What follows belongs to an exercise in optimizing a design on an open flow for small area and a short achievable clock period; a production flow would make more cautious choices.
Where RTL was checked, it was by simulation tests only, not by an equivalence proof against the original.

trial 6:
## topmodule
module topmodule (
	input clk, rst,
	output [31:0] PC_out, RD1, RD2,
	output wire [31:0] Inst,
	output REGWr,
	output [3:0] ALUCnt,
	output [31:0] ALUOutW, ReadDataW,
	input [31:0] InstrF,
	output [31:0] DataAdrM, WriteDataM,
	output MemWriteM,
	input [31:0] ReadDataM);
export LEC_CHECK = 0
export CAP_MARGIN = 25
export CORE_MARGIN = 2
export CORE_UTILIZATION = 50
export PLACE_DENSITY = 0.7
export SLEW_MARGIN = 25
create_clock -name core_clock -period 10.0 [get_ports {clk}]
standard.sh (not shown) runs the stock make flow with config.mk's settings and CLKGATE_MAP_FILE= SYNTH_SCRIPT=/design/flow/synth_recipe.tcl, a recipe that flattens the netlist after the stock synthesis.
==> flow/flow/run.sh <==
#!/bin/bash
set -euo pipefail
cd "$(dirname "$0")/.."
bash standard.sh \
  "BUFFER_PORTS_ARGS=-buffer_cell sky130_fd_sc_hd__buf_1" \
  MATCH_CELL_FOOTPRINT=0 \
  SETUP_SLACK_MARGIN=6.55 \
  "CTS_ARGS=-sink_clustering_enable -repair_clock_nets -dont_use_dummy_load -sink_clustering_size 18 -sink_clustering_max_diameter 60 -buf_list sky130_fd_sc_hd__clkbuf_8" \
  finish > flow_make.log 2>&1
diff inputs: trial 6 => trial 81
-- flow/design.v --
<<< trial 6, line 25
reg        cM, vM;                     
reg [15:0] sel1, sel2;                 
reg [14:0] valid;                      
reg [4:0]  amtD;                       
>>> trial 81, line 25
reg        cM, vM;                     
reg [15:0] sel1, sel2;                 
reg [15:0] sel2h;                      
reg        subLo, subHi;               
reg [14:0] valid;                      
reg [4:0]  amtD;                       
<<< trial 6, line 41
assign ReadDataW  = rdataW;
assign REGWr      = regwW;
wire [31:0] pc4     = {pcF[31:2] + 30'd1, pcF[1:0]};
wire [31:0] resultW = memtoregW ? rdataW : aluW;
>>> trial 81, line 43
assign ReadDataW  = rdataW;
assign REGWr      = regwW;
genvar gi;
wire [31:0] pc4     = {pcF[31:2] + 30'd1, pcF[1:0]};
wire [31:0] resultW = memtoregW ? rdataW : aluW;
<<< trial 6, line 50
wire [3:0]  ra1F  = instF[19:16];
wire [3:0]  ra2F  = strF ? instF[15:12] : instF[3:0];
wire        bxF   = (instF[27:4] == 24'h12FFF1);
wire        dpF   = (instF[27:26] == 2'b00) & ~bxF;
>>> trial 81, line 53
wire [3:0]  ra1F  = instF[19:16];
wire [3:0]  ra2F  = strF ? instF[15:12] : instF[3:0];
wire [15:0] oh2F;
generate
	for (gi = 0; gi < 16; gi = gi + 1) begin : g_oh2
		assign oh2F[gi] = strF ? (instF[15:12] == gi) : (instF[3:0] == gi);
	end
endgenerate
wire        bxF   = (instF[27:4] == 24'h12FFF1);
wire        dpF   = (instF[27:26] == 2'b00) & ~bxF;
<<< trial 6, line 59
	sel1    <= rst ? 16'd0 : ((16'd1 << ra1F) & {1'b1, vnext});
	sel2    <= rst ? 16'd0 : ((16'd1 << ra2F) & {1'b1, vnext});
	valid   <= rst ? 15'd0 : vnext;
	shD     <= rst ? 2'd0 : shF;
>>> trial 81, line 68
	sel1    <= rst ? 16'd0 : ((16'd1 << ra1F) & {1'b1, vnext});
	sel2    <= rst ? 16'd0 : ((16'd1 << ra2F) & {1'b1, vnext});
	sel2h   <= rst ? 16'd0 : (oh2F & {1'b1, vnext});
	valid   <= rst ? 15'd0 : vnext;
	shD     <= rst ? 2'd0 : shF;
<<< trial 6, line 98
	end
end
genvar gi;
reg [31:0] rv1, rv2;
integer i;
always @* begin
	rv1 = {32{sel1[15]}} & pc4;
	rv2 = {32{sel2[15]}} & pc4;
	for (i = 0; i < 15; i = i + 1) begin
		rv1 = rv1 | ({32{sel1[i]}} & rf[i*32 +: 32]);
		rv2 = rv2 | ({32{sel2[i]}} & rf[i*32 +: 32]);
	end
end
>>> trial 81, line 108
	end
end
reg [31:0] rv1, rv2;
integer i;
always @* begin
	rv1 = {32{sel1[15]}} & pc4;
	rv2 = {{16{sel2h[15]}}, {16{sel2[15]}}} & pc4;
	for (i = 0; i < 15; i = i + 1) begin
		rv1 = rv1 | ({32{sel1[i]}} & rf[i*32 +: 32]);
		rv2 = rv2 | ({{16{sel2h[i]}}, {16{sel2[i]}}} & rf[i*32 +: 32]);
	end
end
<<< trial 6, line 143
		regwE <= regwD; memwE <= isSTR; pcsE <= pcsD;
	end
end
wire        isSub = alucE[1];
wire [31:0] bx    = srcbE ^ {32{isSub}};
wire [31:0] ag = rd1E & bx, ap = rd1E ^ bx;
reg  [31:0] G, P;
>>> trial 81, line 152
		regwE <= regwD; memwE <= isSTR; pcsE <= pcsD;
	end
	subLo <= ~rst & isDP & (instD[23:21] == 3'b010);
	subHi <= ~rst & isDP & ~instD[23] & instD[22] & ~instD[21];
end
wire        isSub = alucE[1];
wire [31:0] bx    = srcbE ^ {{16{subHi}}, {16{subLo}}};
wire [31:0] ag = rd1E & bx, ap = rd1E ^ bx;
reg  [31:0] G, P;
- Between trial 6 and trial 81, distinct cell type count of the synthesized netlist increased.
- On routed wire length, trial 81 does worse than trial 6.
- Trial 6 has a lower horizontal extent of the die than trial 81.
- Of trial 6 and trial 81, trial 6 shows the higher buffer share of cell area, with trial 81 below it.
- Going from trial 6 to trial 81, clock distribution area overhead in the final layout +0.31 points, final hold slack ~0 delta, clock-buffer cell count +10, post-synthesis simple-gate area fraction -0.54 points.
- Trial 81: full flow OK, the timing, design-rule and antenna checks passed
Only the layout flow was run in trial 81; the RTL was not checked for function there.

* * *

== trial 18 ==
topmodule again, from the RTL that the note above started with.
export LEC_CHECK = 0
export CAP_MARGIN = 25
export CORE_MARGIN = 2
export CORE_UTILIZATION = 50
export PLACE_DENSITY = 0.7
export SLEW_MARGIN = 25
create_clock -name core_clock -period 10.0 [get_ports {clk}]
==> flow/flow/run.sh <==
#!/bin/bash
set -euo pipefail
cd "$(dirname "$0")/.."
bash standard.sh \
  "BUFFER_PORTS_ARGS=-buffer_cell sky130_fd_sc_hd__buf_1" \
  MATCH_CELL_FOOTPRINT=0 \
  SETUP_SLACK_MARGIN=6.4 \
  "CTS_ARGS=-sink_clustering_enable -repair_clock_nets -dont_use_dummy_load -sink_clustering_size 15 -sink_clustering_max_diameter 50 -buf_list sky130_fd_sc_hd__clkbuf_8" \
  finish > flow_make.log 2>&1
### trial 18 -> build 39
diff --git a/flow/design.v b/flow/design.v
--- a/flow/design.v
+++ b/flow/design.v
@@ -16,56 +16,65 @@
 reg [1:0]  flagwE;
 reg        regwE, memwE, memtoregE, pcsE, blE;
 reg [31:0] aluM, wdataM;               
 reg [3:0]  waM;
 reg        regwM, memwM, memtoregM, pcsM, blM;
 reg [31:0] aluW, rdataW;               
 reg        regwW, memtoregW, pcsW;
 reg [3:0]  flagr;                      
 reg        nzp, cvp;                   
 reg        cM, vM;                     
 reg [15:0] sel1, sel2;                 
+reg [15:0] sel2h;                      
 reg [14:0] valid;                      
 reg [4:0]  amtD;                       
 reg [1:0]  shD;                        
 reg        alusrcD;                    
 wire [479:0] rf;                       
 assign PC_out     = pcF;
 assign Inst       = instD;
 assign RD1        = rd1E;
 assign RD2        = rd2E;
 assign ALUCnt     = alucE;
 assign DataAdrM   = aluM;
 assign WriteDataM = wdataM;
 assign MemWriteM  = memwM;
 assign ALUOutW    = aluW;
 assign ReadDataW  = rdataW;
 assign REGWr      = regwW;
+genvar gi;
 wire [31:0] pc4     = {pcF[31:2] + 30'd1, pcF[1:0]};
 wire [31:0] resultW = memtoregW ? rdataW : aluW;
 wire [31:0] pcnext  = pcsW ? resultW : pc4;
 wire [31:0] instF = InstrF;
 wire [14:0] wevec;
 wire [14:0] vnext = valid | wevec;
 wire        strF  = (instF[27:26] == 2'b01) & ~instF[20];
 wire [3:0]  ra1F  = instF[19:16];
 wire [3:0]  ra2F  = strF ? instF[15:12] : instF[3:0];
+wire [15:0] oh2F;
+generate
+	for (gi = 0; gi < 16; gi = gi + 1) begin : g_oh2
+		assign oh2F[gi] = strF ? (instF[15:12] == gi) : (instF[3:0] == gi);
+	end
+endgenerate
 wire        bxF   = (instF[27:4] == 24'h12FFF1);
 wire        dpF   = (instF[27:26] == 2'b00) & ~bxF;
 wire [4:0]  shamtF = dpF ? instF[11:7] : 5'd0;
 wire [1:0]  shF    = dpF ? instF[6:5]  : 2'd0;
 always @(posedge clk) begin
 	pcF     <= rst ? 32'd0 : pcnext;
 	instD   <= rst ? 32'd0 : instF;
 	sel1    <= rst ? 16'd0 : ((16'd1 << ra1F) & {1'b1, vnext});
 	sel2    <= rst ? 16'd0 : ((16'd1 << ra2F) & {1'b1, vnext});
+	sel2h   <= rst ? 16'd0 : (oh2F & {1'b1, vnext});
 	valid   <= rst ? 15'd0 : vnext;
 	shD     <= rst ? 2'd0 : shF;
 	amtD    <= rst ? 5'd0 : ((shF == 2'b00) ? (5'd0 - shamtF) : shamtF);
 	alusrcD <= ~rst & (dpF ? instF[25] : (instF[27:26] == 2'b01) | (instF[27:26] == 2'b10));
 end
 wire [1:0] op    = instD[27:26];
 wire [3:0] cmd   = instD[24:21];
 wire       sbit  = instD[20];
 wire [3:0] rn    = instD[19:16];
 wire [3:0] rd    = instD[15:12];
 wire [3:0] rm    = instD[3:0];
@@ -89,31 +98,30 @@
 		4'b0000: begin alucD = 4'b0000; flagwD = sbit ? 2'b10 : 2'b00; end
 		4'b1100: begin alucD = 4'b1100; flagwD = sbit ? 2'b10 : 2'b00; end
 		4'b1101: begin alucD = 4'b1101; flagwD = sbit ? 2'b10 : 2'b00; end
 		4'b1010: begin alucD = 4'b0010; flagwD = 2'b11; end
 		default: begin alucD = 4'b1101; flagwD = 2'b00; end
 		endcase
 	end else begin
 		alucD  = (isBr | isBX) ? 4'b1101 : 4'b0100;
 		flagwD = 2'b00;
 	end
 end
-genvar gi;
 reg [31:0] rv1, rv2;
 integer i;
 always @* begin
 	rv1 = {32{sel1[15]}} & pc4;
-	rv2 = {32{sel2[15]}} & pc4;
+	rv2 = {{16{sel2h[15]}}, {16{sel2[15]}}} & pc4;
 	for (i = 0; i < 15; i = i + 1) begin
 		rv1 = rv1 | ({32{sel1[i]}} & rf[i*32 +: 32]);
-		rv2 = rv2 | ({32{sel2[i]}} & rf[i*32 +: 32]);
+		rv2 = rv2 | ({{16{sel2h[i]}}, {16{sel2[i]}}} & rf[i*32 +: 32]);
 	end
 end
 reg [31:0] extimm;
 always @* begin
 	if (isMem)     extimm = {20'd0, instD[11:0]};
 	else if (isBr) extimm = {{6{instD[23]}}, instD[23:0], 2'b00};
 	else           extimm = {24'd0, instD[7:0]};
 end
 wire [31:0] srcb    = alusrcD ? extimm : rv2;
 wire [31:0] srcx = srcb;
 wire [4:0]  amt  = amtD;
Notes after the runs:
Between trial 18 and build 39, final cell count is lower for trial 18, build 39 comes in above that.
In build 39, the die area came out 1800 um2 above the value in trial 18.
Maximum cell stage delay along the critical path: build 39 vs trial 18 up 0.06 ns
The higher area of the multi-input gates came out of build 39.
Build 39 ended up with a higher post-placement cell area than trial 18 did.
Status: effective utilization at floorplan parity (build 39, trial 18)
Of trial 18 and build 39, the run reporting the higher worst hold slack across all endpoints was trial 18.
Post-synthesis compound-gate area fraction of trial 18 is on par with build 39.
Relative to trial 18, count of antenna diodes in the layout decreased by 2 in build 39.
No functional check of the RTL was part of build 39.

-- separate check: timing with driven ports --
The flow's constraints put no driver on any port. The routed layouts listed below were extracted and timed again, unchanged, in two steps.
Step 1 (the two cells are an assumption about what drives the block):
set clk [get_ports {clk}]
set_driving_cell -lib_cell sky130_fd_sc_hd__clkbuf_16 $clk
set_driving_cell -lib_cell sky130_fd_sc_hd__buf_2 [delete_from_list [all_inputs] $clk]
Step 2, shift: input delay + t, output delay - t, t = (earliest + latest rising clock arrival at the registers) / 2. This alone moves slack from input paths to output paths.
a / b / c = ideal / step 1 / step 2; a / b = the first two.
run | t (ns) | slack for setup (ns) | worst hold slack (ns) | worst register clock-pin slew, ns
trial 6 | 0.820 | 6.542 / 6.491 / 5.925 | 0.320 / 0.320 / 0.320 | 0.12 / 0.12
trial 81 | 0.798 | 6.441 / 6.441 / 5.890 | 0.319 / 0.319 / 0.319 | 0.12 / 0.12
trial 18 | 0.774 | 6.377 / 6.345 / 5.853 | 0.314 / 0.314 / 0.314 | 0.10 / 0.10
build 39 | 0.774 | 6.333 / 6.313 / 5.826 | 0.302 / 0.302 / 0.302 | 0.10 / 0.10
After both steps every run listed still meets setup and hold. The setup slack of trial 6, which loses most, moves by -0.051 ns with the drivers and by -0.617 ns with both steps.
